Context: an optimization exercise on an open-source flow, tuned for small area. The choices shown serve that exercise and are no tape-out recipe.
Function was checked by simulation only, so behaviour that the tests miss may differ from the original.
No activity file was given, so power comes from the tool's default toggle rates.

File: flow/config.mk
export PLATFORM = sky130hd
export DESIGN_NAME = rv0_core
export DESIGN_NICKNAME = rv0_core
export VERILOG_FILES = /design/flow/design.v
export SDC_FILE = /design/flow/constraint.sdc
export NUM_CORES = 8
export LEC_CHECK = 0
export CAP_MARGIN = 20
export CORE_MARGIN = 2
export CORE_UTILIZATION = 60
export PLACE_DENSITY = 0.75
export SLEW_MARGIN = 20
File: flow/constraint.sdc
create_clock -name core_clock -period 11.0 [get_ports {clk_i}]
set_input_delay 2.2000 -clock core_clock [delete_from_list [all_inputs] [get_ports {clk_i}]]
set_output_delay 2.2000 -clock core_clock [all_outputs]
set_load 0.01 [all_outputs]
File: flow/design.v
module fifo_sync #(
    parameter integer FIFO_DEPTH = 16,
    parameter integer DATA_WIDTH = 32,
    parameter integer CLR_WIDTH  = 0     
) (
    input  logic                    clk_i,
    input  logic                    rst_ni,
    input  logic                    clr_i,
    input  logic                    we_i,
    input  logic [DATA_WIDTH-1:0]   wdata_i,
    output logic                    full_o,
    input  logic                    re_i,
    output logic [DATA_WIDTH-1:0]   rdata_o,
    output logic                    empty_o,
    output logic [$clog2(FIFO_DEPTH)-1:0] wi_o,
    output logic [$clog2(FIFO_DEPTH)-1:0] ri_o
);
    localparam integer ADDR_WIDTH = $clog2(FIFO_DEPTH);
    logic [DATA_WIDTH-1:0] fifo_data_q [0:FIFO_DEPTH-1];
    logic [ADDR_WIDTH:0]   ri_q;
    logic [ADDR_WIDTH:0]   wi_q;
    logic [ADDR_WIDTH-1:0] ri;
    logic [ADDR_WIDTH-1:0] wi;
    assign ri = ri_q[ADDR_WIDTH-1:0];
    assign wi = wi_q[ADDR_WIDTH-1:0];
    assign ri_o = ri;
    assign wi_o = wi;
    always_ff @(posedge clk_i) begin
        if(!rst_ni || clr_i) ri_q <= {ADDR_WIDTH+1{1'b0}};
        else if(re_i == 1'b1) ri_q <= ri_q + {{ADDR_WIDTH{1'b0}}, 1'b1};
    end
    always_ff @(posedge clk_i) begin
        if(!rst_ni || clr_i) wi_q <= {ADDR_WIDTH+1{1'b0}};
        else if(we_i == 1'b1) wi_q <= wi_q + {{ADDR_WIDTH{1'b0}}, 1'b1};
    end
    genvar g;
    for(g = 0; g < FIFO_DEPTH; g = g + 1) begin : fifo_data_genblk
        always_ff @(posedge clk_i) begin
            if(we_i == 1'b1 && wi == g) fifo_data_q[g][DATA_WIDTH-CLR_WIDTH-1:0] <= wdata_i[DATA_WIDTH-CLR_WIDTH-1:0];
        end
        if(CLR_WIDTH > 0) begin : clr_genblk
            always_ff @(posedge clk_i) begin
                if(!rst_ni || clr_i) fifo_data_q[g][DATA_WIDTH-1:DATA_WIDTH-CLR_WIDTH] <= {CLR_WIDTH{1'b0}};
                else if(we_i == 1'b1 && wi == g) fifo_data_q[g][DATA_WIDTH-1:DATA_WIDTH-CLR_WIDTH] <= wdata_i[DATA_WIDTH-1:DATA_WIDTH-CLR_WIDTH];
            end
        end
    end
    assign rdata_o = fifo_data_q[ri];
    assign full_o = (ri_q[ADDR_WIDTH] != wi_q[ADDR_WIDTH]) &&
                    (ri_q[ADDR_WIDTH-1:0] == wi_q[ADDR_WIDTH-1:0]);
    assign empty_o = ri_q == wi_q;
endmodule
module rv0_sbuf #(
    parameter integer WIDTH = 32
) (
    input  logic                clk_i,
    input  logic                rst_ni,
    input  logic                flush_i,
    input  logic [WIDTH-1:0]    data_i,
    input  logic                rdy_i,
    output logic [WIDTH-1:0]    data_o,
    output logic                rdy_o,
    input  logic                ack_i
);
    always_ff @(posedge clk_i) begin
        if(rdy_i == 1'b1 && ack_i == 1'b1) data_o <= data_i;
    end
    always_ff @(posedge clk_i) begin
        rdy_o <= (rdy_i || (rdy_o && !ack_i)) && !flush_i && rst_ni;
    end
endmodule
module rv0_ifu #(
    parameter logic [31:0] PC_RST_VAL = 32'h0010_0000
) (
    input  logic            clk_i,
    input  logic            rst_ni,
    input  logic            ifu_flush_i,
    input  logic [31:1]     ct_target_i,
    input  logic            ct_trans_i,
    output logic [31:0]     sbuf_insn_o,
    output logic [31:1]     sbuf_addr_o,
    output logic            sbuf_rdy_o,
    input  logic            sbuf_ack_i,
    output logic [31:0]     imem_haddr_o,
    output logic [1:0]      imem_htrans_o,
    input  logic [31:0]     imem_hrdata_i,
    input  logic            imem_hreadyout_i
);
    localparam logic [1:0] HTRANS_IDLE   = 2'd0;
    localparam logic [1:0] HTRANS_NONSEQ = 2'd2;
    localparam logic [1:0] HTRANS_SEQ    = 2'd3;
    localparam logic [2:0] S_IDLE       = 3'd0;
    localparam logic [2:0] S_REQ_NONSEQ = 3'd1;
    localparam logic [2:0] S_REQ_SEQ    = 3'd2;
    localparam logic [2:0] S_PEND_RSP   = 3'd3;
    localparam logic [2:0] S_PEND_ACK   = 3'd4;
    logic [31:1]    pc_q;
    logic [31:1]    pc_d;
    logic [31:1]    pend_addr_q;
    logic [2:0]     state_q;
    logic [2:0]     state_d;
    logic           sbuf_rdy;
    logic           req;
    logic           hold;
    always_comb begin
        state_d = state_q;
        case(state_q)
            S_IDLE:       if(sbuf_ack_i) state_d = S_REQ_NONSEQ;
            S_REQ_NONSEQ: state_d = imem_hreadyout_i ? S_REQ_SEQ : S_PEND_RSP;
            S_REQ_SEQ: begin
                if(!sbuf_ack_i) state_d = S_PEND_ACK;
                if(!imem_hreadyout_i) state_d = S_PEND_RSP;
            end
            S_PEND_RSP:   if(imem_hreadyout_i) state_d = S_REQ_SEQ;
            S_PEND_ACK:   if(sbuf_ack_i) state_d = S_IDLE;
            default: ;
        endcase
        if(ct_trans_i) state_d = S_IDLE;
    end
    always_ff @(posedge clk_i) begin
        if(rst_ni == 1'b0) state_q <= S_IDLE;
        else state_q <= state_d;
    end
    assign req  = state_q == S_REQ_NONSEQ || state_q == S_REQ_SEQ;
    assign hold = state_d == S_PEND_ACK || state_d == S_PEND_RSP;
    always_comb begin
        pc_d = pc_q;
        if(req && !hold) pc_d = pc_q + 31'h2;
        if(ct_trans_i) pc_d = ct_target_i;
    end
    always_ff @(posedge clk_i) begin
        if(rst_ni == 1'b0) pc_q <= PC_RST_VAL[31:1];
        else pc_q <= pc_d;
    end
    always_ff @(posedge clk_i) begin
        if(rst_ni == 1'b0) pend_addr_q <= PC_RST_VAL[31:1];
        else if(req && !hold) pend_addr_q <= pc_q;
    end
    assign imem_haddr_o = {pc_q, 1'b0};
    always_comb begin
        case(state_q)
            S_REQ_NONSEQ: imem_htrans_o = HTRANS_NONSEQ;
            S_REQ_SEQ:    imem_htrans_o = HTRANS_SEQ;
            default:      imem_htrans_o = HTRANS_IDLE;
        endcase
        if(!sbuf_ack_i) imem_htrans_o = HTRANS_IDLE;
    end
    assign sbuf_rdy = (state_q == S_REQ_SEQ || state_q == S_PEND_ACK) && imem_hreadyout_i;
    rv0_sbuf #(.WIDTH(63))
    u_ifu_sbuf (
        .clk_i      (clk_i                          ),
        .rst_ni     (rst_ni                         ),
        .flush_i    (ifu_flush_i                    ),
        .data_i     ({imem_hrdata_i, pend_addr_q}   ),
        .rdy_i      (sbuf_rdy                       ),
        .data_o     ({sbuf_insn_o, sbuf_addr_o}     ),
        .rdy_o      (sbuf_rdy_o                     ),
        .ack_i      (sbuf_ack_i                     )
    );
endmodule
module rv0_rf_i (
    input  logic            clk_i,
    input  logic            rst_ni,
    input  logic [4:0]      raddr1_i,
    output logic [31:0]     rdata1_o,
    input  logic [4:0]      raddr2_i,
    output logic [31:0]     rdata2_o,
    input  logic [4:0]      waddr_i,
    input  logic [31:0]     wdata_i,
    input  logic            we_i
);
    logic [31:0] reg_out [0:31];
    logic [31:0] vld;
    assign reg_out[0] = 32'h0;
    assign vld[0]     = 1'b0;
    genvar i;
    for(i = 1; i < 32; i = i + 1) begin : rf_i_genblk
        logic [31:0] reg_q;
        always_ff @(posedge clk_i) begin
            if(we_i == 1'b1 && waddr_i == i) reg_q <= wdata_i;
        end
        always_ff @(posedge clk_i) begin
            if(rst_ni == 1'b0) vld[i] <= 1'b0;
            else if(we_i == 1'b1 && waddr_i == i) vld[i] <= 1'b1;
        end
        assign reg_out[i] = reg_q;
    end  
    assign rdata1_o = vld[raddr1_i] ? reg_out[raddr1_i] : 32'h0;
    assign rdata2_o = vld[raddr2_i] ? reg_out[raddr2_i] : 32'h0;
endmodule
module rv0_idu (
    input  logic            clk_i,
    input  logic            rst_ni,
    input  logic            idu_flush_i,
    input  logic [4:0]      rfi_waddr_i,
    input  logic [31:0]     rfi_wdata_i,
    input  logic            rfi_we_i,
    input  logic [31:0]     ipu_insn_i,
    input  logic [31:1]     ipu_addr_i,
    input  logic            ipu_rdy_i,
    output logic            ipu_ack_o,
    output logic [37:0]     idu0_data_o,
    output logic            idu0_rdy_o,
    input  logic            idu0_ack_i,
    output logic [67:0]     idu1_data_o,
    output logic            idu1_rdy_o,
    input  logic            idu1_ack_i,
    output logic [31:1]     ct_target_o
);
    localparam logic [6:0] LUI       = 7'b0110111;
    localparam logic [6:0] AUIPC     = 7'b0010111;
    localparam logic [6:0] JAL       = 7'b1101111;
    localparam logic [6:0] JALR      = 7'b1100111;
    localparam logic [6:0] BRANCH    = 7'b1100011;
    localparam logic [6:0] LOAD      = 7'b0000011;
    localparam logic [6:0] STORE     = 7'b0100011;
    localparam logic [6:0] OP_IMM    = 7'b0010011;
    localparam logic [6:0] OP        = 7'b0110011;
    localparam logic [6:0] OP_IMM_32 = 7'b0011011;
    localparam logic [6:0] OP_32     = 7'b0111011;
    logic [6:0] opcode;
    logic [4:0] rd;
    logic [4:0] rs1;
    logic [4:0] rs2;
    logic [2:0] funct3;
    assign opcode = ipu_insn_i[6:0];
    assign rd     = ipu_insn_i[11:7];
    assign rs1    = ipu_insn_i[19:15];
    assign rs2    = ipu_insn_i[24:20];
    assign funct3 = ipu_insn_i[14:12];
    logic r_lsu;
    assign r_lsu = opcode == LOAD || opcode == STORE;
    logic [2:0] r_reg;
    always_comb begin
        case(opcode)
            LUI:        r_reg = 3'b001;
            AUIPC:      r_reg = 3'b001;
            JAL:        r_reg = 3'b001;
            JALR:       r_reg = 3'b011;
            BRANCH:     r_reg = 3'b110;
            LOAD:       r_reg = 3'b011;
            STORE:      r_reg = 3'b110;
            OP_IMM:     r_reg = 3'b011;
            OP:         r_reg = 3'b111;
            OP_IMM_32:  r_reg = 3'b011;
            OP_32:      r_reg = 3'b111;
            default:    r_reg = 3'b000;
        endcase
    end
    logic [7:0] ireg_res_cnt_q [0:31];
    logic [7:0] ireg_res_cnt_d [0:31];
    assign ireg_res_cnt_q[0] = 8'h0;
    assign ireg_res_cnt_d[0] = 8'h0;
    genvar i;
    for(i = 1; i < 32; i = i + 1) begin : res_cnt_genblk
        logic       up, dn;
        logic [7:0] c_up, c_dn;
        assign up = r_reg[0] == 1'b1 && rd == i && ipu_rdy_i == 1'b1 && ipu_ack_o == 1'b1;
        assign dn = rfi_waddr_i == i && rfi_we_i == 1'b1;
        always_comb begin
            c_up[0] = up && !dn;
            c_dn[0] = dn && !up;
            for(int k = 1; k < 8; k++) begin
                c_up[k] = c_up[k-1] &&  ireg_res_cnt_q[i][k-1];
                c_dn[k] = c_dn[k-1] && !ireg_res_cnt_q[i][k-1];
            end
            ireg_res_cnt_d[i] = (ireg_res_cnt_q[i] ^ (c_up | c_dn)) & {8{!idu_flush_i && rst_ni}};
        end
        always_ff @(posedge clk_i) begin
            ireg_res_cnt_q[i] <= ireg_res_cnt_d[i];
        end
    end  
    logic [31:0] rfi_rdata1;
    logic [31:0] rfi_rdata2;
    rv0_rf_i
    u_rfi (
        .clk_i              (clk_i              ),
        .rst_ni             (rst_ni             ),
        .raddr1_i           (rs1                ),
        .rdata1_o           (rfi_rdata1         ),
        .raddr2_i           (rs2                ),
        .rdata2_o           (rfi_rdata2         ),
        .waddr_i            (rfi_waddr_i        ),
        .wdata_i            (rfi_wdata_i        ),
        .we_i               (rfi_we_i           )
    );
    logic [31:0] imm;
    always_comb begin
        case(opcode)
            LUI:     imm = {ipu_insn_i[31:12], 12'h0};
            AUIPC:   imm = {ipu_insn_i[31:12], 12'h0};
            OP_IMM:  imm = {{20{ipu_insn_i[31]}}, ipu_insn_i[31:20]};
            default: imm = 32'h0;
        endcase
    end
    logic [31:0] irdata1;
    logic [31:0] irdata2;
    assign irdata1 = r_reg[1] ? rfi_rdata1 : 32'h0;
    assign irdata2 = r_reg[2] ? rfi_rdata2 : imm;
    logic        is_jump;
    logic        is_op;
    logic        sub;
    logic [31:0] alu_a;
    logic [31:0] alu_b;
    logic [31:0] alu_res;
    logic        alu_eq;
    logic        alu_lt;
    logic        alu_ltu;
    logic [31:1] ct_target;
    logic        ct_trans;
    logic        wb;
    assign is_jump = opcode == JAL || opcode == JALR;
    assign is_op   = opcode == OP || opcode == OP_IMM;
    assign sub = (opcode == OP && funct3 == 3'b000 && ipu_insn_i[30]) ||
                 (is_op && funct3[2:1] == 2'b01) ||
                 opcode == BRANCH;
    assign alu_a = (is_jump || opcode == AUIPC) ? {ipu_addr_i, 1'b0} : irdata1;
    assign alu_b = is_jump ? 32'h4 : irdata2;
    rv0_alu_i
    u_alu_i (
        .insn_i     (ipu_insn_i ),
        .a_i        (alu_a      ),
        .b_i        (alu_b      ),
        .sub_i      (sub        ),
        .op_i       (is_op      ),
        .res_o      (alu_res    ),
        .eq_o       (alu_eq     ),
        .lt_o       (alu_lt     ),
        .ltu_o      (alu_ltu    )
    );
    rv0_alu_b
    u_alu_b (
        .insn_i         (ipu_insn_i ),
        .addr_i         (ipu_addr_i ),
        .rdata1_i       (irdata1    ),
        .eq_i           (alu_eq     ),
        .lt_i           (alu_lt     ),
        .ltu_i          (alu_ltu    ),
        .ct_target_o    (ct_target  ),
        .ct_trans_o     (ct_trans   )
    );
    always_comb begin
        case(opcode)
            LUI, AUIPC, JAL, JALR, OP_IMM, OP, OP_IMM_32, OP_32: wb = 1'b1;
            default: wb = 1'b0;
        endcase
    end
    logic stall;
    logic iss;
    logic idx;
    assign stall = (ireg_res_cnt_q[rs1] != 8'h0 && r_reg[1] == 1'b1) ||
                   (ireg_res_cnt_q[rs2] != 8'h0 && r_reg[2] == 1'b1);
    assign iss   = !stall;
    assign idx   = r_lsu;
    logic idu_sbuf_rdy0;
    logic idu_sbuf_rdy1;
    assign idu_sbuf_rdy0 = ipu_rdy_i && iss && idx == 1'b0;
    assign idu_sbuf_rdy1 = ipu_rdy_i && iss && idx == 1'b1;
    always_comb begin
        ipu_ack_o = idx ? idu1_ack_i : idu0_ack_i;
        if(iss == 1'b0) begin
            ipu_ack_o = 1'b0;
        end
        if(ipu_rdy_i == 1'b0) begin
            ipu_ack_o = 1'b1;
        end
    end
    logic ct_pend_q;
    logic sbuf0_ct;
    assign sbuf0_ct = idu0_rdy_o && idu0_data_o[0];
    always_ff @(posedge clk_i) begin
        if(!rst_ni || idu_flush_i) ct_pend_q <= 1'b0;
        else if(sbuf0_ct && idu0_ack_i) ct_pend_q <= 1'b1;
    end
    always_ff @(posedge clk_i) begin
        if(!ct_pend_q && !sbuf0_ct && idu_sbuf_rdy0 && idu0_ack_i) ct_target_o <= ct_target;
    end
    logic        ld;
    logic [31:0] lsu_f;
    assign ld    = opcode == LOAD;
    assign lsu_f = {irdata2[31:5], ld ? rd : irdata2[4:0]};
    rv0_sbuf #(.WIDTH(38))
    u_idu_sbuf0 (
        .clk_i      (clk_i                                  ),
        .rst_ni     (rst_ni                                 ),
        .flush_i    (idu_flush_i                            ),
        .data_i     ({alu_res, wb ? rd : 5'h0, ct_trans}    ),
        .rdy_i      (idu_sbuf_rdy0                          ),
        .data_o     (idu0_data_o                            ),
        .rdy_o      (idu0_rdy_o                             ),
        .ack_i      (idu0_ack_i                             )
    );
    rv0_sbuf #(.WIDTH(68))
    u_idu_sbuf1 (
        .clk_i      (clk_i                                  ),
        .rst_ni     (rst_ni                                 ),
        .flush_i    (idu_flush_i                            ),
        .data_i     ({ld, funct3, irdata1, lsu_f}           ),
        .rdy_i      (idu_sbuf_rdy1                          ),
        .data_o     (idu1_data_o                            ),
        .rdy_o      (idu1_rdy_o                             ),
        .ack_i      (idu1_ack_i                             )
    );
endmodule
module rv0_alu_i (
    input  logic [31:0]     insn_i,
    input  logic [31:0]     a_i,
    input  logic [31:0]     b_i,
    input  logic            sub_i,       
    input  logic            op_i,        
    output logic [31:0]     res_o,
    output logic            eq_o,        
    output logic            lt_o,        
    output logic            ltu_o        
);
    localparam logic [2:0] ADD  = 3'b000;
    localparam logic [2:0] SLL  = 3'b001;
    localparam logic [2:0] SLT  = 3'b010;
    localparam logic [2:0] SLTU = 3'b011;
    localparam logic [2:0] XOR  = 3'b100;
    localparam logic [2:0] SRL  = 3'b101;
    localparam logic [2:0] OR   = 3'b110;
    localparam logic [2:0] AND  = 3'b111;
    logic [2:0]  funct3;
    logic [4:0]  shamt;
    logic [32:0] sum;
    logic [31:0] shl;
    logic [31:0] shr;
    assign funct3 = insn_i[14:12];
    assign shamt  = b_i[4:0];
    assign sum   = {1'b0, a_i} + {1'b0, sub_i ? ~b_i : b_i} + {32'h0, sub_i};
    assign eq_o  = a_i == b_i;
    assign ltu_o = !sum[32];
    assign lt_o  = (a_i[31] != b_i[31]) ? a_i[31] : sum[31];
    logic [31:0] sh_in;
    logic [31:0] sh_out;
    logic        sh_left;
    assign sh_left = funct3 == SLL;
    always_comb begin
        for(int k = 0; k < 32; k++) sh_in[k] = sh_left ? a_i[31-k] : a_i[k];
    end
    logic        sh_fill;
    logic [31:0] sh_s [0:5];
    assign sh_fill = insn_i[30] && a_i[31] && !sh_left;
    assign sh_s[0] = sh_in;
    genvar s;
    for(s = 0; s < 5; s = s + 1) begin : sh_genblk
        assign sh_s[s+1] = shamt[s] ? {{(1<<s){sh_fill}}, sh_s[s][31:(1<<s)]} : sh_s[s];
    end
    assign sh_out = sh_s[5];
    always_comb begin
        for(int k = 0; k < 32; k++) shl[k] = sh_out[31-k];
    end
    assign shr = sh_out;
    always_comb begin
        res_o = sum[31:0];
        if(op_i) begin
            case(funct3)
                SLL:  res_o = shl;
                SLT:  res_o = {31'h0, lt_o};
                SLTU: res_o = {31'h0, ltu_o};
                XOR:  res_o = a_i ^ b_i;
                SRL:  res_o = shr;
                OR:   res_o = a_i | b_i;
                AND:  res_o = a_i & b_i;
                default: ;
            endcase
        end
    end
endmodule
module rv0_alu_b (
    input  logic [31:0]     insn_i,
    input  logic [31:1]     addr_i,
    input  logic [31:0]     rdata1_i,
    input  logic            eq_i,
    input  logic            lt_i,
    input  logic            ltu_i,
    output logic [31:1]     ct_target_o,
    output logic            ct_trans_o
);
    localparam logic [6:0] JAL    = 7'b1101111;
    localparam logic [6:0] JALR   = 7'b1100111;
    localparam logic [6:0] BRANCH = 7'b1100011;
    localparam logic [2:0] BEQ  = 3'b000;
    localparam logic [2:0] BNE  = 3'b001;
    localparam logic [2:0] BLT  = 3'b100;
    localparam logic [2:0] BGE  = 3'b101;
    localparam logic [2:0] BLTU = 3'b110;
    localparam logic [2:0] BGEU = 3'b111;
    logic [6:0]  opcode;
    logic [2:0]  funct3;
    logic [31:0] base;
    logic [31:0] offs;
    logic [31:0] target;
    assign opcode = insn_i[6:0];
    assign funct3 = insn_i[14:12];
    always_comb begin
        base = {addr_i, 1'b0};
        case(opcode)
            JAL:  offs = {{12{insn_i[31]}}, insn_i[19:12], insn_i[20], insn_i[30:21], 1'b0};
            JALR: begin
                offs = {{20{insn_i[31]}}, insn_i[31:20]};
                base = rdata1_i;
            end
            default: offs = {{20{insn_i[31]}}, insn_i[7], insn_i[30:25], insn_i[11:8], 1'b0};
        endcase
    end
    assign target      = base + offs;
    assign ct_target_o = target[31:1];
    always_comb begin
        ct_trans_o = 1'b0;
        case(opcode)
            JAL:  ct_trans_o = 1'b1;
            JALR: ct_trans_o = 1'b1;
            BRANCH: begin
                case(funct3)
                    BEQ:  ct_trans_o = eq_i;
                    BNE:  ct_trans_o = !eq_i;
                    BLT:  ct_trans_o = lt_i;
                    BGE:  ct_trans_o = !lt_i;
                    BLTU: ct_trans_o = ltu_i;
                    BGEU: ct_trans_o = !ltu_i;
                    default: ;
                endcase
            end
            default: ;
        endcase
    end
endmodule
module rv0_exu_ib (
    input  logic            clk_i,
    input  logic            rst_ni,
    input  logic            exu_flush_i,
    input  logic [37:0]     idu_data_i,
    input  logic            idu_rdy_i,
    output logic            idu_ack_o,
    output logic [37:0]     exu_data_o,
    output logic            exu_rdy_o,
    input  logic            exu_ack_i
);
    logic           exu_buf_we;
    logic           exu_buf_full;
    logic           exu_buf_re;
    logic [37:0]    exu_buf_rdata;
    logic           exu_buf_empty;
    assign idu_ack_o  = exu_buf_full == 1'b0;
    assign exu_buf_we = idu_rdy_i == 1'b1 && exu_buf_full == 1'b0;
    assign exu_buf_re = exu_buf_empty == 1'b0 && exu_ack_i == 1'b1;
    fifo_sync #(.DATA_WIDTH(38))
    u_exu_buf (
        .clk_i              (clk_i              ),
        .rst_ni             (rst_ni             ),
        .clr_i              (exu_flush_i        ),
        .we_i               (exu_buf_we         ),
        .wdata_i            (idu_data_i         ),
        .full_o             (exu_buf_full       ),
        .re_i               (exu_buf_re         ),
        .rdata_o            (exu_buf_rdata      ),
        .empty_o            (exu_buf_empty      ),
        .wi_o               (                   ),
        .ri_o               (                   )
    );
    rv0_sbuf #(.WIDTH(38))
    u_exu_sbuf (
        .clk_i              (clk_i              ),
        .rst_ni             (rst_ni             ),
        .flush_i            (exu_flush_i        ),
        .data_i             (exu_buf_rdata      ),
        .rdy_i              (!exu_buf_empty     ),
        .data_o             (exu_data_o         ),
        .rdy_o              (exu_rdy_o          ),
        .ack_i              (exu_ack_i          )
    );
endmodule
module rv0_lsu (
    input  logic            clk_i,
    input  logic            rst_ni,
    input  logic            exu_flush_i,
    input  logic [67:0]     idu_data_i,
    input  logic            idu_rdy_i,
    output logic            idu_ack_o,
    output logic [36:0]     exu_data_o,
    output logic            exu_rdy_o,
    input  logic            exu_ack_i,
    output logic [31:0]     dmem_haddr_o,
    output logic [2:0]      dmem_hsize_o,
    output logic [1:0]      dmem_htrans_o,
    output logic [31:0]     dmem_hwdata_o,
    output logic [3:0]      dmem_hwstrb_o,
    output logic            dmem_hwrite_o,
    input  logic [31:0]     dmem_hrdata_i,
    input  logic            dmem_hreadyout_i
);
    localparam logic [1:0] HTRANS_IDLE   = 2'd0;
    localparam logic [1:0] HTRANS_NONSEQ = 2'd2;
    localparam logic [2:0] LB  = 3'b000;
    localparam logic [2:0] LH  = 3'b001;
    localparam logic [2:0] LW  = 3'b010;
    localparam logic [2:0] LBU = 3'b100;
    localparam logic [2:0] LHU = 3'b101;
    localparam logic [2:0] SB = 3'b000;
    localparam logic [2:0] SH = 3'b001;
    localparam logic [2:0] SW = 3'b010;
    localparam logic [2:0] SD = 3'b011;
    localparam logic [1:0] S_IDLE    = 2'd0;
    localparam logic [1:0] S_LD_NSEQ = 2'd1;
    localparam logic [1:0] S_ST_NSEQ = 2'd2;
    logic [1:0]     state_q;
    logic [1:0]     state_d;
    logic           exu_buf_full;
    logic           exu_buf_re;
    logic [67:0]    exu_buf_rdata;
    logic           exu_buf_empty;
    logic           buf_ld;
    logic [2:0]     buf_funct3;
    logic [31:0]    buf_addr;
    logic [31:0]    buf_f;
    logic           hready;
    logic           sbuf_ack;
    logic           sbuf_rdy;
    logic [4:0]     rd_q;
    logic [2:0]     funct3_q;
    logic [31:0]    ld_data;
    assign hready   = dmem_hreadyout_i;
    assign sbuf_ack = exu_ack_i;
    assign idu_ack_o = !exu_buf_full || !idu_rdy_i;
    fifo_sync #(.DATA_WIDTH(68), .CLR_WIDTH(1))
    u_exu_buf (
        .clk_i      (clk_i                      ),
        .rst_ni     (rst_ni                     ),
        .clr_i      (exu_flush_i                ),
        .we_i       (idu_rdy_i && !exu_buf_full ),
        .wdata_i    (idu_data_i                 ),
        .full_o     (exu_buf_full               ),
        .re_i       (exu_buf_re                 ),
        .rdata_o    (exu_buf_rdata              ),
        .empty_o    (exu_buf_empty              ),
        .wi_o       (                           ),
        .ri_o       (                           )
    );
    assign {buf_ld, buf_funct3, buf_addr, buf_f} = exu_buf_rdata;
    always_comb begin
        state_d = state_q;
        case(state_q)
            S_IDLE: begin
                if(!exu_buf_empty) state_d = buf_ld ? S_LD_NSEQ : S_ST_NSEQ;
            end
            S_LD_NSEQ: begin
                if(exu_buf_empty) state_d = S_IDLE;
                else if(!buf_ld) state_d = S_ST_NSEQ;
                if(!hready) state_d = S_LD_NSEQ;
                if(!sbuf_ack) state_d = S_IDLE;
            end
            S_ST_NSEQ: begin
                if(exu_buf_empty) state_d = S_IDLE;
                else if(buf_ld) state_d = S_LD_NSEQ;
                if(!hready) state_d = S_LD_NSEQ;
                if(!sbuf_ack) state_d = S_IDLE;
            end
            default: ;
        endcase
    end
    always_ff @(posedge clk_i) begin
        if(rst_ni == 1'b0) state_q <= S_IDLE;
        else state_q <= state_d;
    end
    assign exu_buf_re = state_d != S_IDLE && hready && sbuf_ack;
    always_ff @(posedge clk_i) begin
        if(hready && sbuf_ack) begin
            rd_q     <= buf_ld ? buf_f[4:0] : 5'h0;
            funct3_q <= buf_funct3;
        end
    end
    assign dmem_haddr_o  = buf_addr;
    assign dmem_hsize_o  = {1'b0, buf_funct3[1:0]};
    assign dmem_htrans_o = state_d != S_IDLE ? HTRANS_NONSEQ : HTRANS_IDLE;
    assign dmem_hwrite_o = state_d == S_ST_NSEQ;
    always_comb begin
        case(buf_funct3)
            SB: dmem_hwstrb_o = 4'b0001;
            SH: dmem_hwstrb_o = 4'b0011;
            SW: dmem_hwstrb_o = 4'b1111;
            SD: dmem_hwstrb_o = 4'b1111;
            default: dmem_hwstrb_o = 4'b0000;
        endcase
    end
    always_ff @(posedge clk_i) begin
        if(state_d == S_ST_NSEQ) dmem_hwdata_o <= buf_f;
    end
    always_comb begin
        ld_data = 32'h0;
        case(funct3_q)
            LB:  ld_data = {{24{dmem_hrdata_i[7]}},  dmem_hrdata_i[7:0]};
            LH:  ld_data = {{16{dmem_hrdata_i[15]}}, dmem_hrdata_i[15:0]};
            LW:  ld_data = dmem_hrdata_i;
            LBU: ld_data = {24'h0, dmem_hrdata_i[7:0]};
            LHU: ld_data = {16'h0, dmem_hrdata_i[15:0]};
            default: ;
        endcase
    end
    logic rsp_pend_q;
    logic ack_pend_q;
    always_ff @(posedge clk_i) begin
        if(rst_ni == 1'b0) rsp_pend_q <= 1'b0;
        else if(hready) rsp_pend_q <= state_d != S_IDLE;
    end
    always_ff @(posedge clk_i) begin
        if(rst_ni == 1'b0) ack_pend_q <= 1'b0;
        else if(sbuf_ack) ack_pend_q <= 1'b0;
        else if(sbuf_rdy) ack_pend_q <= 1'b1;
    end
    always_comb begin
        case(state_q)
            S_IDLE:  sbuf_rdy = rsp_pend_q && hready;
            default: sbuf_rdy = hready;
        endcase
        if(ack_pend_q) sbuf_rdy = 1'b1;
    end
    rv0_sbuf #(.WIDTH(37))
    u_exu_sbuf (
        .clk_i      (clk_i              ),
        .rst_ni     (rst_ni             ),
        .flush_i    (exu_flush_i        ),
        .data_i     ({rd_q, ld_data}    ),
        .rdy_i      (sbuf_rdy           ),
        .data_o     (exu_data_o         ),
        .rdy_o      (exu_rdy_o          ),
        .ack_i      (exu_ack_i          )
    );
endmodule
module rv0_wbu (
    input  logic            clk_i,
    input  logic            rst_ni,
    output logic            ct_trans_o,
    input  logic [37:0]     exu0_data_i,
    input  logic            exu0_rdy_i,
    output logic            exu0_ack_o,
    input  logic [36:0]     exu1_data_i,
    input  logic            exu1_rdy_i,
    output logic            exu1_ack_o,
    output logic [4:0]      rfi_waddr_o,
    output logic [31:0]     rfi_wdata_o,
    output logic            rfi_we_o
);
    logic exu_idx_q;
    logic exu_idx_d;
    always_comb begin
        exu_idx_d = exu_idx_q;
        if(exu_idx_q == 1'b0) begin
            if(exu0_rdy_i == 1'b1) exu_idx_d = 1'b0;
            if(exu1_rdy_i == 1'b1) exu_idx_d = 1'b1;
        end
        else begin
            if(exu1_rdy_i == 1'b1) exu_idx_d = 1'b1;
            if(exu0_rdy_i == 1'b1) exu_idx_d = 1'b0;
        end
    end
    always_ff @(posedge clk_i) begin
        if(rst_ni == 1'b0) exu_idx_q <= 1'b0;
        else exu_idx_q <= exu_idx_d;
    end
    assign exu0_ack_o = exu0_rdy_i == 1'b0 || exu_idx_q == 1'b0;
    assign exu1_ack_o = exu1_rdy_i == 1'b0 || exu_idx_q == 1'b1;
    assign rfi_we_o    = exu_idx_q ? exu1_rdy_i : exu0_rdy_i;
    assign rfi_waddr_o = exu_idx_q ? exu1_data_i[36:32] : exu0_data_i[5:1];
    assign rfi_wdata_o = exu_idx_q ? exu1_data_i[31:0] : exu0_data_i[37:6];
    assign ct_trans_o  = !exu_idx_q && exu0_rdy_i && exu0_data_i[0];
endmodule
module rv0_core (
    input  logic            clk_i,
    input  logic            rst_ni,
    output logic [31:0]     imem_haddr_o,
    output logic [1:0]      imem_htrans_o,
    input  logic [31:0]     imem_hrdata_i,
    input  logic            imem_hreadyout_i,
    output logic [31:0]     dmem_haddr_o,
    output logic [2:0]      dmem_hsize_o,
    output logic [1:0]      dmem_htrans_o,
    output logic [31:0]     dmem_hwdata_o,
    output logic [3:0]      dmem_hwstrb_o,
    output logic            dmem_hwrite_o,
    input  logic [31:0]     dmem_hrdata_i,
    input  logic            dmem_hreadyout_i
);
    logic [31:0]    ifu_insn;
    logic [31:1]    ifu_addr;
    logic           ifu_rdy;
    logic           ifu_ack;
    logic [37:0]    idu0_data;
    logic [67:0]    idu1_data;
    logic           idu0_rdy,    idu1_rdy;
    logic           idu0_ack,    idu1_ack;
    logic [37:0]    exu0_data;
    logic [36:0]    exu1_data;
    logic           exu0_rdy,    exu1_rdy;
    logic           exu0_ack,    exu1_ack;
    logic [4:0]     rfi_waddr;
    logic [31:0]    rfi_wdata;
    logic           rfi_we;
    logic [31:1]    ct_target;
    logic           ct_trans;
    logic           flush;
    assign flush = ct_trans;
    rv0_ifu
    u_ifu (
        .clk_i              (clk_i              ),
        .rst_ni             (rst_ni             ),
        .ifu_flush_i        (flush              ),
        .ct_target_i        (ct_target          ),
        .ct_trans_i         (ct_trans           ),
        .sbuf_insn_o        (ifu_insn           ),
        .sbuf_addr_o        (ifu_addr           ),
        .sbuf_rdy_o         (ifu_rdy            ),
        .sbuf_ack_i         (ifu_ack            ),
        .imem_haddr_o       (imem_haddr_o       ),
        .imem_htrans_o      (imem_htrans_o      ),
        .imem_hrdata_i      (imem_hrdata_i      ),
        .imem_hreadyout_i   (imem_hreadyout_i   )
    );
    rv0_idu
    u_idu (
        .clk_i              (clk_i              ),
        .rst_ni             (rst_ni             ),
        .idu_flush_i        (flush              ),
        .rfi_waddr_i        (rfi_waddr          ),
        .rfi_wdata_i        (rfi_wdata          ),
        .rfi_we_i           (rfi_we             ),
        .ipu_insn_i         (ifu_insn           ),
        .ipu_addr_i         (ifu_addr           ),
        .ipu_rdy_i          (ifu_rdy            ),
        .ipu_ack_o          (ifu_ack            ),
        .idu0_data_o        (idu0_data          ),
        .idu0_rdy_o         (idu0_rdy           ),
        .idu0_ack_i         (idu0_ack           ),
        .idu1_data_o        (idu1_data          ),
        .idu1_rdy_o         (idu1_rdy           ),
        .idu1_ack_i         (idu1_ack           ),
        .ct_target_o        (ct_target          )
    );
    rv0_exu_ib
    u_exu_ib (
        .clk_i              (clk_i              ),
        .rst_ni             (rst_ni             ),
        .exu_flush_i        (flush              ),
        .idu_data_i         (idu0_data          ),
        .idu_rdy_i          (idu0_rdy           ),
        .idu_ack_o          (idu0_ack           ),
        .exu_data_o         (exu0_data          ),
        .exu_rdy_o          (exu0_rdy           ),
        .exu_ack_i          (exu0_ack           )
    );
    rv0_lsu
    u_lsu (
        .clk_i              (clk_i              ),
        .rst_ni             (rst_ni             ),
        .exu_flush_i        (flush              ),
        .idu_data_i         (idu1_data          ),
        .idu_rdy_i          (idu1_rdy           ),
        .idu_ack_o          (idu1_ack           ),
        .exu_data_o         (exu1_data          ),
        .exu_rdy_o          (exu1_rdy           ),
        .exu_ack_i          (exu1_ack           ),
        .dmem_haddr_o       (dmem_haddr_o       ),
        .dmem_hsize_o       (dmem_hsize_o       ),
        .dmem_htrans_o      (dmem_htrans_o      ),
        .dmem_hwdata_o      (dmem_hwdata_o      ),
        .dmem_hwstrb_o      (dmem_hwstrb_o      ),
        .dmem_hwrite_o      (dmem_hwrite_o      ),
        .dmem_hrdata_i      (dmem_hrdata_i      ),
        .dmem_hreadyout_i   (dmem_hreadyout_i   )
    );
    rv0_wbu
    u_wbu (
        .clk_i              (clk_i              ),
        .rst_ni             (rst_ni             ),
        .ct_trans_o         (ct_trans           ),
        .exu0_data_i        (exu0_data          ),
        .exu0_rdy_i         (exu0_rdy           ),
        .exu0_ack_o         (exu0_ack           ),
        .exu1_data_i        (exu1_data          ),
        .exu1_rdy_i         (exu1_rdy           ),
        .exu1_ack_o         (exu1_ack           ),
        .rfi_waddr_o        (rfi_waddr          ),
        .rfi_wdata_o        (rfi_wdata          ),
        .rfi_we_o           (rfi_we             )
    );
endmodule
File: flow/flow/run.sh
#!/bin/bash
# Layout flow: the standard layout (standard.sh), with changes that only reduce cell area:
#  - synthesis maps the combinational logic with an area-oriented ABC script
#    (flow/abc_area.script); the registers are the standard synthesis's, which ABC does not touch;
#  - input and output ports are buffered with buf_1;
#  - clock tree synthesis inserts no dummy loads, clusters up to 26 sinks within 60 um and
#    drives the clusters through a tree of clkbuf_4.
# Each tool's output goes to a log of its own: synth.log, layout.log, and ORFS's per-step logs
# under orfs/logs.
set -euo pipefail
W=$(pwd)

# the standard synthesis script, with ABC's script swapped for the area one
{
  echo 'proc abc {args} {'
  echo '  set i [lsearch -exact $args -script]'
  echo "  if {\$i >= 0} { lset args [expr {\$i + 1}] {$W/flow/abc_area.script} }"
  echo '  yosys abc {*}$args'
  echo '}'
  cat "$W/synth_recipe.tcl"
} > "$W/own_synth.tcl"

CTS="-sink_clustering_enable -repair_clock_nets -dont_use_dummy_load"
CTS="$CTS -sink_clustering_size 26 -sink_clustering_max_diameter 60"
CTS="$CTS -tree_buf sky130_fd_sc_hd__clkbuf_4 -sink_clustering_buffer sky130_fd_sc_hd__clkbuf_16"

bash "$W/standard.sh" "SYNTH_SCRIPT=$W/own_synth.tcl" synth > "$W/synth.log" 2>&1
bash "$W/standard.sh" "SYNTH_SCRIPT=$W/own_synth.tcl" \
  "BUFFER_PORTS_ARGS=-buffer_cell sky130_fd_sc_hd__buf_1" \
  "CTS_ARGS=$CTS" finish > "$W/layout.log" 2>&1
File: flow/flow/abc_area.script
strash
&get -n
&fraig -x
&put
dc2
strash
&get -n
&dch -f
&nf -R 40
&put
File: flow/standard.sh
#!/bin/bash
# synth_recipe.tcl (not shown) runs the flow's synth.tcl, then flattens the netlist and writes it again
# the make line also repeats each setting of config.mk as NAME=value (left out here)
make -C /OpenROAD-flow-scripts/flow DESIGN_CONFIG=/design/flow/config.mk WORK_HOME=/design/flow/orfs CLKGATE_MAP_FILE= SYNTH_SCRIPT=/design/flow/synth_recipe.tcl "${@:-finish}"
==> results of run 1 <==
[metal layers]
layer,vias to the layer above,share of wire
met5,-,0.00064
met4,44,0.090
met3,2695,0.16
met2,10563,0.43
met1,50289,0.32
li1,39855,-
[cells in the mapped netlist, types with 9 or more instances]
cell type  number
and2_0         53
a21oi_1       555
xor2_1         61
clkinv_1      242
a41oi_1        11
a211oi_1        9
and4_1         28
a211o_1         9
xnor2_1        74
dfxtp_1       391
mux2_1        119
a222oi_1      738
a22oi_1       567
a22o_1        154
o31ai_1        14
nor2b_1        24
o211ai_1       27
or2_0          22
edfxtp_1     2987
nand2b_1       75
nand3_1       185
a2111oi_0      23
o22ai_1        67
nor4_1         21
and3_1        106
a21o_1         42
nand4_1       227
nand2_1       505
a221o_1        69
o221ai_1       19
a31oi_1        31
o21ai_0       440
a221oi_1      114
or3b_1         18
o21bai_1       11
nor2_1        396
nor3_1        203
ha_1          204
or3_1          38
mux2i_1       139
[per-stage QoR]
step	util	hold WS (ns)	setup WS (ns)	std cells	instance area [µm²]
after floorplan	-	0.400	0.0936	9083	136000
after global placement	0.641	0.414	1.14	12619	144000
after detailed placement	0.641	0.415	1.04	12620	145000
after CTS	0.661	0.356	0.714	12809	149000
after global routing	0.662	0.379	0.0884	12822	149000
final	0.662	0.386	0.143	12845	149000
[flip-flops by register name (all words and copies together) (netlist names), 32 cells and up]
register and flops:
u_idu.u_idu_sbuf1.data_o 68, u_idu.ireg_res_cnt_q 248, u_lsu.u_exu_sbuf.data_o 37, u_ifu.u_ifu_sbuf.data_o 63, u_idu.u_rfi.rf_i_genblk.reg_q 992, u_idu.u_idu_sbuf0.data_o 38
u_exu_ib.u_exu_buf.fifo_data_q 608, u_exu_ib.u_exu_sbuf.data_o 38, u_lsu.u_exu_buf.fifo_data_q 1088, u_lsu.dmem_hwdata_o 32
[how the worst max path moves through the flow]
stage,start,end,slack (ns),depth (start not counted)
after floorplan,u_lsu.u_exu_buf.ri_q[0],dmem_hwrite_o,0.09,8
after global placement,u_ifu.u_ifu_sbuf.data_o[55],u_idu.u_idu_sbuf0.data_o[0],1.14,44
after detailed placement,u_ifu.u_ifu_sbuf.data_o[46],u_idu.u_idu_sbuf0.data_o[0],1.04,41
after CTS,u_ifu.u_ifu_sbuf.data_o[51],imem_htrans_o[0],0.71,17
after global routing,u_ifu.u_ifu_sbuf.data_o[46],u_idu.u_idu_sbuf0.data_o[0],0.09,41
final,u_ifu.u_ifu_sbuf.data_o[51],imem_htrans_o[0],0.14,17
[cell type report]
class	instances	area [µm²]
sequential	3378	97500
fill	15512	76200
multi-input combinational	5457	38800
clock buffer	189	4450
tap	2992	3740
timing repair buffer	553	3550
inverter	242	915
antenna	34	85.1
[worst max-delay path, delay by kind of cell (launching register included)]
family	cells	cell delay [ns]
simple gates	7	3.32
compound gates	6	2.45
buf+inv	4	1.26
flops	1	0.58
[cells by family after synthesis]
group                    count (synthesis)  synth area share
adder cells (fa/ha/maj)                206            0.0190
other                                    1         0.0000275
flip-flops                            3378             0.716
AND/OR/NAND/NOR                       1917            0.0689
AO/OA/AOI/OAI                         2938             0.161
buffers and inverters                  248           0.00700
multiplexers                           258            0.0200
XOR/XNOR                               135           0.00868
[where the power goes]
group | switching, mW | total, mW | leakage, nW | internal (mW)
clock network | 3.85 | 6.64 | 2.21 | 2.79
registers | 0.282 | 14.7 | 30.2 | 14.4
logic | 1.69 | 2.23 | 15.9 | 0.534
==> run_results.csv, run 1 <==
group,metric,value,unit
status,outcome,"finished clean",
routing,wl,562000,µm
timing,hold_viol,0,
clocking,cts_root_buffer,"clkbuf_16",
synthesis,synth_edf_count,2987,
timing,clock.fmax,0.0921,GHz
floorplanning,die_area,231000,µm²
routing,routed_via_density,8.05,
synthesis,yosysUniqueCellTypes,59,
timing,setup_violations,0,
floorplanning,num_io_pins,176,
worst_setup_path,start_kind,"flip-flop",
grt,busiest_layer,"met2",
timing,min_period,10.86,ns
synthesis,synth_area_leaders,"edfxtp_1 (66%), dfxtp_1 (5.7%), a222oi_1 (5.4%)",
clocking,cts_sinks,3378,
worst_setup_path,crit_chain,"nand2b_1 -> nor2_4 -> buf_4 -> buf_4 -> a22o_1 -> a221oi_1 -> nand4_1 -> or4_1 -> a2111oi_0 -> nand4_1 -> nor3_2 -> a21oi_1 -> a21oi_1 -> and2_0 -> clkinv_1 -> a211oi_1 -> buf_1",
finish,nets,10095,
synthesis,async_reset_ff_frac,0,
power,finalPower,23.5,mW
clocking,worstSkewPairLatency,1.21,ns
grt,grt_first_pass_wirelength,760000,µm
worst_setup_path,rr_worst_depth,41,
finish,most-common-layout-cells,"edfxtp_1 (2,987), a222oi_1 (738), a22oi_1 (563), a21oi_1 (551), nand2_1 (503)",
synthesis,synth_top_area_cell,"edfxtp_1",
power,power_leakage,48.3,nW
finish,drive_above_1_share,0.0800,
grt,grt_pass1_vias,97913,
grt,use_met1,0.592,
clocking,cts_max_path_buffers,3,
worst_hold_path,min_path_type,"flip-flop to flip-flop",
worst_hold_path,hold_end,"u_lsu.u_exu_sbuf.data_o[32]",
worst_setup_path,path_max_fanout,19,
worst_setup_path,r2r_end,"u_idu.u_idu_sbuf0.data_o[0]",
synthesis,avgSynthCellArea,15.0,µm²
timing,min_period_over_period,0.987,
floorplanning,core_area,225000,µm²
timing,finClkSkew,0.272,ns
timing,report.final.slew_viol_count,0,
timing,worstMarginPinSlew,1.33,ns
routing,drt_first_pass_iters,15,
clocking,hold_buffers,0,
synthesis,synth_area,136000,µm²
routing,drt-initial-drc-count,25792,
flow_run,maxCapViolations,0,
worst_hold_path,hold_path_depth,0,
worst_setup_path,endpoint_kind,"primary output",
synthesis,syn_inst,9081,
routing,antenna_left,0,
clocking,clk_pin_slew_worst_paths,0.10,ns
clocking,post_cts_buffers,0,
finish,final_common_cell,"edfxtp_1",
placement,port_buffers,172,
synthesis,ys_ff_latch,3378,
routing,wl_per_cell,43.8,µm
routing,vias,103446,
synthesis,yosys_warnings,19,
worst_setup_path,critPathRequiredTime,8.80,ns
worst_setup_path,critical-path-slowest-cell,"nor3_2",
routing,drc_errors,0,
clocking,cts_resized,0,
floorplanning,rows,174,
clocking,cts_tree,"done",
floorplanning,dieHeight,481,µm
grt,grt_usage,0.476,
placement,place_congestion,1.02,
timing,slew_headroom,0.106,
grt,grt_max_degree,109,
grt,met2_usage,0.699,
floorplanning,fp.dieW,481,µm
finish,area_growth,9.41,%
timing,tns,0,ns
synthesis,ys_seq_area_frac,0.716,
power,power_density,158,nW/µm²
floorplanning,start_util,0.605,
synthesis,synth_top_area_frac,0.658,
timing,rsz0062_at_grt,"no",
worst_setup_path,crit_arrival,8.66,ns
worst_hold_path,min_from,"u_lsu.rd_q[0]",
placement,place_hpwl,343000,µm
clocking,cts_buffers,189,
power,vdd.ir_drop.worst,0.168,mV
synthesis,ys.flop_type,"edfxtp_1",
clocking,htree_levels,4,
grt,grtUsageMet3,0.175,
grt,antenna_found_initial,47,
grt,overflow,0,
worst_setup_path,reg2reg_from,"u_ifu.u_ifu_sbuf.data_o[46]",
worst_setup_path,worstSetupPathType,"flip-flop to primary output",
worst_setup_path,reg2reg_slack,0.85,ns
worst_setup_path,cp_slowest_stage_delay,0.71,ns
==> inputs of run 2 (changes only) <==
==> flow/flow/abc_area.script (replaced) <==
strash
&get -n
&fraig -x
&put
dc2
strash
&get -n
&deepsyn -T 300
&dch -f
&nf
&put
==> run 2 against run 1 <==
Compared with the run above:
- non-clock buffer count is 15 higher
- still clean
- critical endpoint is now u_idu.u_idu_sbuf0.data_o[0]
- clock power is 2% lower
- hold slack worse by 0.016 ns
- first-iteration DRC count is 7.9% lower
- setup slack better by 0.70 ns
- final cell count is 0.26% lower
- fmax is 6.9% higher
- via count is 2.8% lower
==> run_results.csv, run 2 <==
group,metric,value,unit
placement,place_hpwl,343000,µm
finish,largest-register,"u_lsu.u_exu_buf.fifo_data_q",
routing,wl_per_cell,43.3,µm
floorplanning,rows,174,
timing,worstMarginPinSlew,1.28,ns
grt,grt_first_pass_wirelength,749000,µm
finish,nets,10052,
finish,area_growth,9.51,%
floorplanning,dieHeight,478,µm
clocking,cts_tree,"done",
worst_hold_path,hold_end,"u_ifu.pc_q[8]",
timing,rsz0062_at_grt,"no",
power,vdd.ir_drop.worst,0.156,mV
worst_hold_path,min_from,"u_idu.ct_target_o[8]",
worst_setup_path,cpMostUsedCell,"o21ai_0",
power,p_comb_frac,0.162,
synthesis,async_reset_ff_frac,0,
timing,setup_violations,0,
clocking,cts_buffers,183,
worst_setup_path,reg2reg_slack,0.85,ns
clocking,cts_root_buffer,"clkbuf_16",
synthesis,synth_top_area_frac,0.664,
clocking,cts_sinks,3378,
worst_setup_path,r2r_end,"u_idu.u_idu_sbuf0.data_o[0]",
timing,min_period,10.15,ns
finish,fin_util,0.659,
synthesis,synth_edf_count,2987,
power,swShare,0.286,
timing,min_period_over_period,0.923,
finish,largest_reg_flops,1088,
synthesis,synth_area,135000,µm²
timing,clock.fmax,0.0985,GHz
worst_setup_path,cp_slowest_stage_delay,0.53,ns
grt,grt_usage,0.475,
worst_setup_path,critical-path-slowest-cell,"a22oi_1",
floorplanning,fp.dieW,478,µm
placement,port_buffers,172,
worst_setup_path,start_kind,"flip-flop",
worst_setup_path,crit_arrival,10.86,ns
finish,reg_top3,"u_lsu.u_exu_buf.fifo_data_q (1088), u_idu.u_rfi.rf_i_genblk.reg_q (992), u_exu_ib.u_exu_buf.fifo_data_q (608)",
worst_setup_path,path_max_fanout,12,
synthesis,synth_area_leaders,"edfxtp_1 (66%), dfxtp_1 (5.8%), a222oi_1 (4.4%)",
clocking,htree_levels,4,
worst_setup_path,worstSetupPathType,"flip-flop to flip-flop",
timing,hold_viol,0,
routing,wl,555000,µm
clocking,clk_pin_slew_worst_paths,0.10,ns
status,outcome,"finished clean",
clocking,worstSkewPairLatency,1.13,ns
routing,vias,100596,
power,p_int,18.8,mW
finish,layout.filler_cells,15319,
power,p_sw,7.54,mW
power,clkPwrFrac,0.246,
power,seqPwrFrac,0.591,
power,power_density,178,nW/µm²
synthesis,ys_ff_latch,3378,
grt,grt_max_degree,135,
routing,drt_first_pass_iters,22,
power,power_leakage,48.7,nW
timing,report.final.slew_viol_count,0,
synthesis,synth_common_cells,"edfxtp_1 (2,987), a22oi_1 (629), a222oi_1 (595)",
worst_hold_path,min_path_type,"flip-flop to flip-flop",
routing,drt-initial-drc-count,23745,
grt,antenna_found_initial,35,
timing,slew_headroom,0.148,
finish,most-common-layout-cells,"edfxtp_1 (2,987), a22oi_1 (625), a222oi_1 (595), nand2_1 (568), a21oi_1 (458)",
finish,final_common_cell,"edfxtp_1",
routing,antenna_left,0,
synthesis,syn_inst,9029,
worst_setup_path,endpoint_kind,"flip-flop",
grt,grt_pass1_vias,93488,
floorplanning,start_util,0.602,
worst_hold_path,hold_path_depth,2,
synthesis,ys_seq_area_frac,0.722,
clocking,cts_max_path_buffers,3,
synthesis,avgSynthCellArea,15.0,µm²
clocking,hold_buffers,0,
synthesis,ys.flop_type,"edfxtp_1",
timing,tns,0,ns
worst_setup_path,reg2reg_from,"u_ifu.u_ifu_sbuf.data_o[54]",
finish,drive_above_1_share,0.0804,
synthesis,yosysUniqueCellTypes,57,
placement,place_congestion,1.06,
floorplanning,die_area,229000,µm²
synthesis,yosysMostFrequentCell,"edfxtp_1",
grt,overflow,0,
routing,routed_via_density,7.85,
floorplanning,core_area,224000,µm²
synthesis,yosys_warnings,19,
synthesis,synth_top_area_cell,"edfxtp_1",
worst_setup_path,rr_worst_depth,51,
flow_run,maxCapViolations,0,
worst_setup_path,critPathRequiredTime,11.71,ns
floorplanning,num_io_pins,176,
timing,finClkSkew,0.196,ns
routing,drc_errors,0,
-- run 2: cell types whose count changed in the layout (fill, tap and decap cells not counted), sizes merged, moves of 50 or more --
cell / delta
a222oi: -143
nor3: -97
a21oi: -94
nand3: +92
and2: +82
nand4: -77
nor2: +72
a221o: -67
nand2: +65
a22oi: +62
o21ai: -61
o21a: +59
o22ai: -51
a21o: +50
-- run 2: cell families after synthesis --
kind of cell / share of synthesized area
flops: 0.722
compound gates: 0.153
simple gates: 0.0738
buf+inv: 0.00789
fa+ha+maj: 0.0192
mux: 0.0136
xor+xnor: 0.00992
other cells: 0.0000278
-- run 2: per-stage QoR --
stage                     setup WS (ns)  power [mW]  std cells  hold WS [ns]  instance area (µm²)
after global placement            0.602        19.8      12560         0.416               143000
after floorplan                   0.339        17.6       9031         0.400               135000
after global routing            0.00171        26.8      12779         0.385               148000
after CTS                         0.558        26.0      12746         0.349               148000
after detailed placement          0.640        19.8      12563         0.405               143000
final                             0.847        26.3      12811         0.370               148000
-- run 2: worst max-delay path by stage --
| stage | startpoint | slack, ns | endpoint |
|---|---|---|---|
| final | u_ifu.u_ifu_sbuf.data_o[54] | 0.85 | u_idu.u_idu_sbuf0.data_o[0] |
| after global routing | u_ifu.u_ifu_sbuf.data_o[54] | 0.002 | u_idu.u_idu_sbuf0.data_o[0] |
| after CTS | u_ifu.u_ifu_sbuf.data_o[48] | 0.56 | u_idu.u_idu_sbuf0.data_o[0] |
| after detailed placement | u_ifu.u_ifu_sbuf.data_o[48] | 0.64 | u_idu.u_idu_sbuf0.data_o[0] |
| after global placement | u_ifu.u_ifu_sbuf.data_o[48] | 0.60 | u_idu.u_idu_sbuf0.data_o[0] |
| after floorplan | u_ifu.u_ifu_sbuf.data_o[36] | 0.34 | u_idu.u_idu_sbuf0.data_o[0] |
-- run 2: worst max-delay path, delay by kind of cell (launching register included) --
family | cells | cell delay, ns
buffers and inverters | 3 | 0.69
and+or+nand+nor | 19 | 3.02
DFF | 1 | 0.46
xor gates and xnor gates | 1 | 0.17
AOI/OAI and AO/OA | 27 | 5.14
adders and majority gates | 1 | 0.38
-- run 2: area by class of cell --
cell class	instances	area [µm²]	area share
sequential	3378	97500	0.659
clock buffer	183	4300	0.0291
multi-input combinational	5375	37400	0.253
inverter	272	1030	0.00699
timing repair buffer	568	3730	0.0252
antenna	43	108	0.000728
tap	2992	3740	0.0253
-- run 2: power groups by stage --
stage	sequential [mW]	combinational [mW]	clock, mW
floorplan	15.7	1.91	0
global placement	15.8	3.96	0
detailed placement	15.8	4.01	0
CTS	15.5	4.02	6.45
global route	15.6	4.33	6.85
finish	15.6	4.27	6.49
-- run 2: what timing repair did --
item,4_1_cts,5_1_grt
buffers inserted,0,22
endpoints found under the setup margin,0,2
resized for setup,0,22
-- run 2: per-layer routing --
layer	track usage	up-vias	wire, µm
met5	0	-	176
met4	0.329	26	49400
met3	0.158	2583	85400
met2	0.711	10069	242000
met1	0.587	49039	178000
li1	-	38879	-

-- static timing again, ports no longer ideal --
The flow's constraints put no driver on any port. The routed layouts listed below were extracted and timed again, unchanged, in two steps. Step 1: set_driving_cell puts a clkbuf_16 on clk_i and a buf_2 on each other input, an assumption about the parent block. Step 2 times the ports against the registers' clock, not the clock port: input delays grow and output delays shrink by t, the midpoint of the rising clock arrivals with the driver on. Slacks: ideal ports / drivers / drivers and shift; pairs: ideal ports / drivers.
run | t, ns | setup WS [ns] | worst setup path at the end | slew at the worst register clock pin (ns)
run 1 | 1.181 | 0.143 / 0.036 / 0.854 | register to register | 0.11 / 0.11
run 2 | 1.139 | 0.847 / 0.847 / 0.847 | register to register | 0.11 / 0.11
After both steps every run listed still meets setup and hold.
